From an optimization exercise on the open Yosys and OpenROAD flow, aimed at small area and a short achievable clock period; shortcuts taken in it are not production practice.
Function was checked by simulation only, so behaviour that the tests miss may differ from the original.
Power is estimated from default activity; no workload was simulated.

$ cat design.v
`timescale 1ns / 1ps
module instructiondecoder #(parameter bitwidth = 32) (instruction, opcode, funct7,rd,funct3,rs1,rs2);
    input [bitwidth-1:0] instruction;
    output [6:0] opcode;
    output [6:0] funct7;
    output [4:0] rd;
    output [2:0] funct3;
    output [4:0] rs1;
    output [4:0] rs2;
    reg [6:0] opcode,funct7;
    reg [4:0] rd;
    reg [4:0] rs1, rs2;
    reg [2:0] funct3;
    always@(*) begin
        opcode = instruction[6:0];
        rd = instruction[11:7];
        funct3 = instruction[14:12];
        rs1 = instruction[19:15];
        rs2 = instruction[24:20];
        funct7 = instruction[31:25];
    end
 endmodule
`timescale 1ns / 1ps
module Control_Unit #(parameter bitwidth = 32) (opcode, funct3, funct7, zero, less_than, less_than_unsigned, greater_than, greater_than_or_equal, greater_than_or_equal_unsigned, RegWrite,MemRead,MemWrite,
    branch,ALUOp,ALUSrc, byte_enable);
    input [6:0] opcode; 
    input [2:0] funct3;
    input [6:0] funct7;
    input zero;
    input less_than;
    input less_than_unsigned;
    input greater_than;
    input greater_than_or_equal;
    input greater_than_or_equal_unsigned;
    output RegWrite;
    output MemRead;
    output MemWrite;
    output branch;
    output [3:0] ALUOp;
    output ALUSrc;
    output [3:0] byte_enable;
    reg RegWrite;
    reg MemRead;
    reg MemWrite;
    reg branch;
    reg [3:0] ALUOp;
    reg ALUSrc;
    reg [3:0] byte_enable;
    always@(*) begin
        ALUOp = 4'b0000;  
        ALUSrc = 0;
        MemRead = 0;
        MemWrite =0;
        RegWrite =0;
        byte_enable =0;
        if(opcode == 7'b0110011) begin  
            case (funct3)
                3'b000 : if(funct7 == 7'b000_0000) begin  
                            ALUOp = 4'b0000;
                            RegWrite = 1;
                         end
                         else if(funct7 == 7'b010_0000) begin
                            ALUOp = 4'b0001;
                            RegWrite = 1; 
                         end
                3'b001 : begin
                            ALUOp = 4'b0111;   
                            RegWrite = 1;
                         end
                3'b010 : begin
                            ALUOp = 4'b0101;  
                            RegWrite = 1;
                         end
                3'b011 : begin
                            ALUOp = 4'b1010;  
                            RegWrite = 1;
                         end
                3'b100 : begin
                            ALUOp = 4'b0100;  
                            RegWrite = 1;
                         end
                3'b101 : if(funct7 == 7'b000_0000) begin  
                            ALUOp = 4'b0110;  
                            RegWrite = 1;
                         end
                         else if(funct7 == 7'b0100000) begin
                            ALUOp = 4'b1001;  
                            RegWrite = 1;
                         end
                3'b110 : begin
                            ALUOp = 4'b0011;  
                            RegWrite = 1;
                         end
                3'b111 : begin
                            ALUOp = 4'b0010;  
                         end
            endcase
        end
        if(opcode == 7'b0000011) begin  
            case (funct3)
                3'b000 : begin  
                    ALUOp = 4'b0000; 
                    ALUSrc = 1;
                    MemRead = 1;  
                    RegWrite = 1;  
                    byte_enable = 4'b0001;
                end
                3'b001 : begin  
                    ALUOp = 4'b0000; 
                    ALUSrc = 1;
                    MemRead = 1; 
                    RegWrite = 1;
                    byte_enable = 4'b0011;
                end
                3'b010 : begin  
                    ALUOp = 4'b0000; 
                    ALUSrc = 1;
                    MemRead = 1;
                    RegWrite = 1;
                    byte_enable = 4'b1111;
                end
                default : begin
                    ALUOp = 4'b0000;
                    ALUSrc = 0;
                    MemRead = 0;
                    RegWrite = 0;
                end
            endcase
        end
        if(opcode == 7'b0010011) begin  
            case (funct3)
                3'b000 : begin  
                    ALUOp = 4'b0000; 
                    ALUSrc = 1;
                    RegWrite = 1;
                end
                3'b010 : begin  
                    ALUOp = 4'b0101;
                    ALUSrc = 1;
                    RegWrite = 1;
                end
                3'b011 : begin  
                    ALUOp = 4'b0100;
                    ALUSrc =1;
                    RegWrite = 1;
                end
                3'b100 : begin  
                    ALUOp = 4'b0100;
                    ALUSrc =1;
                    RegWrite = 1;
                end
                3'b110 : begin  
                    ALUOp = 4'b0011;
                    ALUSrc =1;
                    RegWrite = 1;
                end
                3'b111 : begin  
                    ALUOp = 4'b0010;
                    ALUSrc =1;
                    RegWrite = 1;
                end
                3'b001 : begin  
                    if(funct7 == 7'b000_000) begin
                        ALUOp = 4'b0111;
                        ALUSrc = 1;
                        RegWrite = 1;
                    end
                end
                3'b101 : begin  
                    if(funct7 == 7'b000_0000) begin
                        ALUOp = 4'b0110;
                        ALUSrc = 1;
                        RegWrite = 1;
                    end
                    else if(funct7 == 7'b010_0000) begin
                        ALUOp = 4'b1001;
                        ALUSrc = 1;
                        RegWrite = 1;
                    end
                end
                default : begin
                    ALUOp = 4'b0000;
                    ALUSrc = 0;
                    RegWrite = 0;
                end
            endcase
        end
        if(opcode == 7'b0100011) begin  
            case(funct3) 
                3'b000 : begin
                            ALUOp = 4'b0000;  
                            MemWrite = 1;  
                            byte_enable = 4'b0001;
                            ALUSrc = 1;
                         end
                3'b001 : begin
                            MemWrite = 1;  
                            byte_enable = 4'b0011;
                            ALUSrc = 1;
                            MemWrite = 1;
                         end
                3'b010 : begin
                            MemWrite = 1;  
                            byte_enable = 4'b1111;
                            ALUSrc = 1;
                            MemWrite = 1;
                         end
                default : MemWrite =0;
           endcase
        end
        if(opcode == 7'b1100011) begin  
            case(funct3)
                3'b000 : begin  
                    ALUOp = 4'b0001;  
                end
                3'b001 : begin  
                    ALUOp = 4'b0001;  
                end
                3'b100 : begin  
                    ALUOp = 4'b0001;  
                end
                3'b101 : begin  
                    ALUOp = 4'b0001;  
                end
                3'b110 : begin  
                    ALUOp = 4'b1010;  
                end
                3'b111 : begin  
                    ALUOp = 4'b1010;  
                end
                default : begin
                    ALUOp = 4'b0000;
                end
            endcase
         end
        if(opcode == 7'b0110111) begin   
            ALUSrc = 1;
            RegWrite = 1;
            ALUOp = 4'b1111;  
        end
        else if(opcode == 7'b0010111) begin  
            ALUSrc = 1;
            RegWrite = 1;
            ALUOp = 4'b0000;  
        end
        if(opcode == 7'b1101111) begin  
            ALUSrc = 1;
            RegWrite = 1;
            ALUOp = 4'b0000;  
        end
        else if(opcode == 7'b1100111 && funct3 == 3'b000) begin  
            ALUSrc = 1;
            RegWrite = 1;
            ALUOp = 4'b0000;  
        end
    end
    always @(*) begin
    branch = 0;
    if(opcode == 7'b1100011) begin
        case(funct3)
            3'b000 : if (zero == 1) branch = 1;  
            3'b001 : if (zero == 0) branch = 1;  
            3'b100 : if (less_than == 1) branch = 1;  
            3'b101 : if (greater_than_or_equal == 1) branch = 1;  
            3'b110 : if (less_than_unsigned == 1) branch = 1;  
            3'b111 : if (greater_than_or_equal_unsigned == 1) branch = 1;  
            default: branch = 0;
        endcase
   end
end
endmodule
`timescale 1ns / 1ps
module ALU_32bit #(parameter bitwidth = 32) (operand_A,operand_B,ALUSrc,immediate,ALUOp,ALU_Result,zero,less_than, less_than_unsigned, greater_than, greater_than_or_equal, greater_than_or_equal_unsigned);
    input [bitwidth-1:0] operand_A;
    input [bitwidth-1:0] operand_B;
    input [bitwidth-1:0] immediate;
    input ALUSrc;
    input [3:0] ALUOp;
    output [bitwidth-1:0] ALU_Result; 
    output zero, less_than, less_than_unsigned, greater_than, greater_than_or_equal, greater_than_or_equal_unsigned;
    wire [bitwidth-1:0] Value_B;
    reg [bitwidth-1:0] ALU_Result;
    reg zero, less_than, less_than_unsigned, greater_than, greater_than_or_equal, greater_than_or_equal_unsigned;
    assign Value_B = ALUSrc ? immediate : operand_B;  
    always@(*) begin
        zero = 0;  
        less_than = 0;
        less_than_unsigned = 0;  
        greater_than = 0;  
        greater_than_or_equal = 0;  
        greater_than_or_equal_unsigned = 0;  
        case (ALUOp)
            4'b0000 : ALU_Result = operand_A + Value_B;  
            4'b0001 : ALU_Result = operand_A - Value_B;  
            4'b0010 : ALU_Result = operand_A & Value_B;  
            4'b0011 : ALU_Result = operand_A | Value_B;  
            4'b0100 : ALU_Result = operand_A ^ Value_B;  
            4'b0101 : ALU_Result = operand_A < Value_B ? 32'b1 : 32'b0;  
            4'b1010 : begin  
                            ALU_Result = ($unsigned(operand_A) < $unsigned(Value_B)) ? 32'b1 : 32'b0;
                            less_than_unsigned = (ALU_Result == 1) ? 1'b1 : 1'b0;
                      end
            4'b1011 : begin  
                            ALU_Result = ($unsigned(operand_A) >= $unsigned(Value_B)) ? 32'b1 : 32'b0;
                            greater_than_or_equal_unsigned = (ALU_Result == 1) ? 1'b1 : 1'b0;
                      end          
            4'b0110 : ALU_Result = operand_A >> Value_B;  
            4'b0111 : ALU_Result = operand_A << Value_B;  
            4'b1001 : ALU_Result = {$signed(operand_A) >>> Value_B};  
            default : ALU_Result = 0;
       endcase
       if (ALUOp == 4'b0001) begin  
            zero = (ALU_Result == 8'h00000000) ? 1'b1 : 1'b0;  
            less_than = (ALU_Result[bitwidth-1] == 1) ? 1'b1 : 1'b0;  
            greater_than = (ALU_Result[bitwidth-1] == 0 && ALU_Result != 0) ? 1'b1 : 1'b0;  
            greater_than_or_equal = (ALU_Result[bitwidth-1] == 0) ? 1'b1 : 1'b0;  
       end
       else begin
            zero = 0;
            less_than = 0;
            greater_than = 0;  
            greater_than_or_equal = 0;  
       end
   end
endmodule
`timescale 1ns / 1ps
module ProgramCounter #(parameter bitwidth = 32) (clk, rst, pc_plus_4, branch_decision,branch_target, PC);
    input clk;
    input rst;
    input [bitwidth-1:0] pc_plus_4;
    input [bitwidth-1:0] branch_target;
    input branch_decision;
    output [bitwidth-1:0] PC;
    wire [bitwidth-1:0] pc_plus_4;
    wire [bitwidth-1:0] branch_target; 
    reg [bitwidth-1:0] PC;
    always @ (posedge clk or posedge rst) begin
        if(rst) begin
            PC <= 32'b0;  
        end
        else if (branch_decision) begin  
            PC <= branch_target;
        end
        else begin
            PC <= pc_plus_4;
        end
    end
endmodule
`timescale 1ns / 1ps
module Register_File #(parameter bitwidth = 32)(clk, write_enable, rd, write_data, rs1, rs2, operand_A, operand_B);
    input clk;
    input write_enable;  
    input [bitwidth-1:0] write_data;
    input [4:0] rd;
    input [4:0] rs1;    
    input [4:0] rs2;
    output [bitwidth-1:0] operand_A;
    output[bitwidth-1:0] operand_B;
    reg [bitwidth-1:0] operand_A;
    reg [bitwidth-1:0] operand_B;
    reg [bitwidth-1:0] registers [31:0];  
    always@(*)begin
       operand_A = (rs1 == 0) ? 0 : registers[rs1];  
       operand_B = (rs2 == 0) ? 0 : registers[rs2];
    end
    always @(posedge clk) begin
        if (write_enable && rd != 0) begin
            registers[rd] <= write_data;
        end
    end 
endmodule
`timescale 1ns / 1ps
module Data_Memory #(parameter bitwidth = 32) (clk, write_enable, byte_enable, read_enable, address, write_data, read_data);
    input clk;
    input write_enable;
    input [3:0] byte_enable;  
    input read_enable;
    input [bitwidth-1:0] address;
    input [bitwidth-1:0] write_data;
    output [bitwidth-1:0] read_data;
    wire [3:0] byte_enable;
    reg [bitwidth-1:0] read_data;
    reg [7:0] memory [31:0];  
    integer i;
    always @(posedge clk) begin 
        if (write_enable) begin
            for (i = 0; i < 4; i = i + 1) begin
                if (byte_enable[i]) begin  
                    memory[{address[2:0], i[1:0]}] <= write_data[i*8 +: 8];
                end 
            end
        end
    end 
     always @(*) begin 
        read_data = 0;  
        if (read_enable) begin
            read_data = 8'h00000000;  
            for (i = 0; i < 4; i = i + 1) begin
                if (byte_enable[i]) begin
                    read_data = read_data | (memory[{address[2:0], i[1:0]}] << (i*8));
                end  
            end
        end
    end
endmodule
`timescale 1ns / 1ps
module immediate_generator #(parameter bitwidth = 32)(instruction, immediate);
    input [bitwidth-1:0] instruction;
    output [bitwidth-1:0] immediate;
    reg [bitwidth-1:0] immediate;
    reg [6:0]opcode;
    always@(*) begin
        opcode  = instruction[6:0];
        case (opcode)
            7'b0010011, 7'b0000011 : immediate =  { {12{instruction[31]}}, instruction[31:20] };  
            7'b0100011 : immediate =  { {20{instruction[31]}}, instruction[31:25], instruction[11:7] };  
            7'b1100011 : immediate = { {19{instruction[31]}}, instruction[31], instruction[7], instruction[30:25], instruction[11:8], 1'b0 }; 
            7'b0110111, 7'b0010111 : immediate = { {19{instruction[31]}}, instruction[31:12] };  
            7'b1101111 : immediate = { {12{instruction[31]}}, instruction[31], instruction[30:21], instruction[20], instruction[19:12] };  
            default : immediate = 0;  
        endcase
    end
endmodule
`timescale 1ns / 1ps
module RISCV_architecture #(parameter bitwidth = 32)(clk, rst, instruction, ALU_Result, PC, immediate, address, ALU_Result_reg, 
read_data, ALUSrc, RegWrite, MemRead, MemWrite, branch, operand_A, operand_B, rd, byte_enable, rs2);
    input clk;
    input rst;
    input [bitwidth-1:0] instruction;  
    output [bitwidth-1:0] ALU_Result;
    output [bitwidth-1:0] PC;
    output [bitwidth-1:0] immediate;
    output [bitwidth-1:0] address; 
    output [bitwidth-1:0] ALU_Result_reg;
    output [bitwidth-1:0] read_data;
    output [bitwidth-1:0] operand_A; 
    output [bitwidth-1:0] operand_B;
    output [4:0] rd; 
    output [4:0] rs2;
    output [3:0] byte_enable;
    output ALUSrc;
    output RegWrite;
    output MemRead; 
    output MemWrite; 
    output branch;
    reg [bitwidth-1:0] operand_B_ALU;
    reg [bitwidth-1:0] operand_B_Mem;
    reg [bitwidth-1:0] address;
    reg [bitwidth-1:0] ALU_Result_reg;
    reg [bitwidth-1:0] read_data;
    wire [bitwidth-1:0] ALU_Result;
    wire [bitwidth-1:0] PC;
    wire [bitwidth-1:0] immediate;
    wire [bitwidth-1:0] operand_A;
    wire [bitwidth-1:0] operand_B;
    wire [6:0] opcode, funct7;
    wire [4:0] rs1;
    wire [4:0] rd;
    wire [4:0] rs2;
    wire [3:0] ALUOp;
    wire [3:0] byte_enable;
    wire [2:0] funct3;
    wire ALUSrc; 
    wire RegWrite; 
    wire MemRead; 
    wire MemWrite;
    wire branch;
    wire zero;
    wire [bitwidth-1:0] pc_plus_4, branch_target;
    wire less_than, less_than_unsigned, greater_than, greater_than_or_equal, greater_than_or_equal_unsigned;
    instructiondecoder U0 (.instruction(instruction), .opcode(opcode), .funct7(funct7), .funct3(funct3), .rs1(rs1), .rs2(rs2), .rd(rd));
    Control_Unit U1 (.opcode(opcode), .byte_enable(byte_enable), .funct3(funct3), .funct7(funct7), .zero(zero), .ALUOp(ALUOp), .RegWrite(RegWrite), .MemRead(MemRead), .MemWrite(MemWrite), .branch(branch), .ALUSrc(ALUSrc),
                     .less_than(less_than), .less_than_unsigned(less_than_unsigned), .greater_than(greater_than), .greater_than_or_equal(greater_than_or_equal), .greater_than_or_equal_unsigned(greater_than_or_equal_unsigned));
    ALU_32bit U2 (.operand_A(operand_A), .operand_B(operand_B_ALU), .ALUOp(ALUOp), .ALU_Result(ALU_Result), .zero(zero), .ALUSrc(ALUSrc), .immediate(immediate),
                   .less_than(less_than), .less_than_unsigned(less_than_unsigned), .greater_than(greater_than), .greater_than_or_equal(greater_than_or_equal), .greater_than_or_equal_unsigned(greater_than_or_equal_unsigned));
    ProgramCounter U3 (.clk(clk), .rst(rst), .pc_plus_4(pc_plus_4), .branch_target(branch_target), .branch_decision(branch), .PC(PC));
    Register_File U4 (.clk(clk), .write_enable(RegWrite), .rd(rd), .write_data(ALU_Result_reg), .rs1(rs1), .rs2(rs2), .operand_A(operand_A), .operand_B(operand_B));
    Data_Memory U5 (.clk(clk), .write_enable(MemWrite), .read_enable(MemRead), .address(address), .write_data(operand_B_Mem), .read_data(read_data), .byte_enable(byte_enable));
    assign pc_plus_4 = PC + 1;
    assign branch_target = PC + {{2{immediate[bitwidth-1]}}, immediate[bitwidth-1:2]};
    immediate_generator U7 (.instruction(instruction), .immediate(immediate));
    always @(*) begin
        if(opcode == 7'b0100011) begin  
            address = ALU_Result;
            operand_B_Mem = operand_B;
            ALU_Result_reg = 0;
            operand_B_ALU = 0;
        end
        else if(opcode == 7'b0000011)begin  
            address = ALU_Result;
            ALU_Result_reg = read_data;
            operand_B_Mem = 0;
            operand_B_ALU = operand_B;
        end
        else if(opcode != 7'b0000011)begin  
            ALU_Result_reg = ALU_Result;
            operand_B_ALU = operand_B;
            address = 0;
            operand_B_Mem = 0;
        end
        else begin
            address = 0;
            operand_B_Mem = 0;
            ALU_Result_reg = 0;
            operand_B_ALU = 0;
        end
    end
endmodule
$ cat run.sh
#!/bin/bash
# synth_recipe.tcl (not shown) runs the flow's synth.tcl, then flattens the netlist and writes it again
# the make line also repeats each setting of config.mk as NAME=value (left out here)
make -C /OpenROAD-flow-scripts/flow DESIGN_CONFIG=/design/flow/config.mk WORK_HOME=/design/flow/orfs CLKGATE_MAP_FILE= SYNTH_SCRIPT=/design/flow/synth_recipe.tcl finish
$ cat config.mk
export PLATFORM = sky130hd
export DESIGN_NAME = RISCV_architecture
export DESIGN_NICKNAME = RISCV_architecture
export VERILOG_FILES = /design/flow/design.v
export SDC_FILE = /design/flow/constraint.sdc
export NUM_CORES = 4
export LEC_CHECK = 0
export CAP_MARGIN = 20
export CORE_MARGIN = 2
export CORE_UTILIZATION = 40
export SLEW_MARGIN = 20
$ cat constraint.sdc
create_clock -name core_clock -period 16.0 [get_ports {clk}]
set_input_delay 3.2000 -clock core_clock [delete_from_list [all_inputs] [get_ports {clk}]]
set_output_delay 3.2000 -clock core_clock [all_outputs]
set_load 0.01 [all_outputs]
==> impl_metrics.toml <==
[status]
status = "complete, no violations"

[placed_design]
portBuffers = 308
place.gp.congestion = 1.00
hpwl_um = 215000

[floorplan]
die_x_um = 426
io_pins = 309
die_height_um = 426
initial_core_util = 0.401
core-area_um2 = 178000
row_count = 155
dieArea_um2 = 182000

[setup_path]
path_class = "in -> out"
crit_arrival_ns = 12.48
crit_top_cell = "buf_4"
startpoint_type = "input pin"
crit_buf_inv = 9
crit_path_max_fanout = 24
worstRegToRegCells = 46
r2r_end = "U3.PC[28]"
endpoint_kind = "output port"
cpPeakStageDelay_ns = 0.59
crit_family = "simple AND/OR/NAND/NOR gates"
required_ns = 12.80
r2r-start = "U4.registers[7][4]"
slowest_stage = "buf_2"
r2r_slack_ns = 3.87

[power]
p_switching_mw = 3.48
max-vdd-ir-drop_mv = 0.130
clock_power_share = 0.313
switching_share = 0.331
seqPwrFrac = 0.400
power.leakage_nw = 29.8
internal-power_mw = 7.04
power_frac_comb = 0.287
p_per_area_nw_per_um2 = 125

[route]
vias = 54498
via_per_inst = 6.52
first_pass_iters = 6
drtIter0Drc = 7233
wl_um = 310000
wl_per_cell_um = 37.1
ant_nets = 0
drc = 0

[clock_network]
cts_tree = "done"
clk_latency_ns = 0.88
clk_pin_slew_ns = 0.06
hold_buffers = 0
cts-htree-levels = 4
clkSinkCount = 1312
clk_path_buf_depth = 3
numCtsBuffers = 145
cts-root-buf = "clkbuf_16"

[final_layout]
drive_gt1_frac = 0.188
fillCellCount = 15591
syn_to_final_growth_pct = 18.0
nets = 6044
post-route-util = 0.473

[timing]
fin_crit_sh = 0.980
fin_crit_ns = 15.68
clock_skew_ns = 0.0774
hold_ws_ns = 0.554
fmax_mhz = 63.8
worst_pin_slew_ns = 1.17
hold_violations = 0
rsz0062_at_grt = "false"
maxSlewHeadroom = 0.215
final-setup-viol-count = 0
finalMaxSlewViolations = 0

[logic_synthesis]
ys_top_cells_by_area = "edfxtp_1 54%, mux4_2 11%, mux2i_1 6.4%, a22oi_1 2.6%, nor2_1 2.3%"
synth_compound_area_frac = 0.116
synth-simple-area-share = 0.0848
synthAdderAreaFrac = 0.0231
yosysWarnings = 8
avgSynthCellArea_um2 = 13.3
ys_async_sr_fraction = 0.0244
synth_top_family_by_area = "multiplexers"
syn_inst = 5352
yosys.area.top_type = "edfxtp_1"
muxShareOfSynthArea = 0.181
synth_area_um2 = 71300
synth_most_common_cell = "edfxtp_1"
yosysUniqueCellTypes = 109
synth_common_cells = "1280 x edfxtp_1, 459 x mux2i_1, 433 x nor2_1"
synth_edf_count = 1280
yosysTopAreaCellShare = 0.539
synthXorXnorAreaFrac = 0.00626
synth.yosys.seq_area_share = 0.550
ys_seq_elements = 1312
synth_ff_type = "edfxtp_1"

[global_route]
track_usage = 0.336
grt_first_pass_wirelength_um = 423000
grt_max_degree = 76
grt_pass1_vias = 52218
grt-ovfl-total = 0
antenna_found_initial = 20

[run]
maxCapViolCount = 0

[worst_hold_path]
hold_end = "U3.PC[0]"
hold_class = "reg -> reg"
hold_depth = 1
hold_start = "U3.PC[0]"
[metal layers]
layer  up-vias  wire length (µm)  track usage
met2      3344            142000        0.528
met5         -               141            0
li1      22366                 -            -
met1     27961            112000        0.416
met3       811             30400       0.0751
met4        16             24800        0.223
[power groups by stage]
| stage | combinational (mW) | clock (mW) | sequential (mW) |
|---|---|---|---|
| after global routing | 3.13 | 3.46 | 4.21 |
| after CTS | 2.95 | 3.32 | 4.21 |
| after floorplan | 1.34 | 0 | 4.29 |
| final | 3.02 | 3.29 | 4.21 |
| after global placement | 2.95 | 0 | 4.28 |
| after detailed placement | 2.95 | 0 | 4.28 |
[flip-flops by register name, indices dropped and copies added (netlist names)]
| register | cells |
|---|---|
| U4.registers | 1024 |
| U5.memory | 256 |
| U3.PC | 32 |
[how the worst max path moves through the flow]
| stage | start | endpoint | slack, ns | cells past startpoint |
|---|---|---|---|---|
| after floorplan | instruction[20] | U3.PC[30] | 1.34 | 58 |
| after global placement | instruction[26] | U3.PC[30] | -0.12 | 51 |
| after detailed placement | instruction[17] | U3.PC[28] | 0.05 | 49 |
| after CTS | instruction[17] | ALU_Result_reg[0] | 0.13 | 28 |
| after global routing | instruction[15] | branch | 0.008 | 29 |
| final | instruction[24] | branch | 0.32 | 32 |
[through the flow]
stage | setup TNS [ns] | total power [mW] | std cells | setup slack, ns | instance area, µm²
final | 0 | 10.5 | 8360 | 0.322 | 84200
after global routing | 0 | 10.8 | 8347 | 0.00773 | 84100
after CTS | 0 | 10.5 | 8341 | 0.127 | 84100
after detailed placement | 0 | 7.23 | 8085 | 0.0461 | 79500
after global placement | -0.243 | 7.23 | 8085 | -0.118 | 79500
after floorplan | 0 | 5.63 | 5383 | 1.34 | 71500
[placed cells by master, fill, tap and decap left out, types with 150 or more instances in the layout]
| cell | instances |
|---|---|
| a21oi_1 | 169 |
| inv_1 | 159 |
| nand3_1 | 150 |
| mux2i_1 | 459 |
| a22oi_1 | 246 |
| mux4_2 | 343 |
| buf_4 | 400 |
| o21ai_0 | 159 |
| clkdlybuf4s50_1 | 300 |
| nor2_1 | 398 |
| nand2_1 | 321 |
| edfxtp_1 | 1280 |
[final cells by class]
type                       count  area (µm²)  area share
tap                         2355        2950      0.0350
timing repair buffer         742        6780      0.0806
sequential                  1312       39200       0.466
inverter                     169         642     0.00763
antenna                       16        40.0    0.000476
multi-input combinational   3510       29900       0.356
clock buffer                 175        3760      0.0447
clock inverter                81         833     0.00990
[what timing repair did]
action,CTS,global route
endpoints found under the setup margin,0,10
resized for setup,0,1
buffers inserted,0,3
[kinds of logic after synthesis]
kind of cell,Yosys count
buffers and inverters,561
muxes,841
adders and majority gates,130
xor gates and xnor gates,51
AOI/OAI and AO/OA,1169
and+or+nand+nor,1287
DFF,1312
other,1

==> re-timing with driven ports <==
Ports are ideal in the flow. The routed layout listed here was re-timed in OpenROAD. Step 1 assumes that a clkbuf_16 drives the clock port and a buf_2 every other input. Step 2 moves the port delays by t, midway between the first and last clock arrival at a register: inputs arrive t later, outputs are due t later. That takes back most of the time a late clock gives input paths. Slacks: ideal / step 1 / step 2; pairs: ideal / step 1.
shift t [ns]: 0.924
setup slack, ns: 0.322 / 0.300 / 0.076
worst register clock-pin slew, ns: 0.09 / 0.09
After both steps this run still meets setup and hold. For this run, drivers alone change the setup slack by -0.022 ns; drivers and shift together by -0.246 ns.
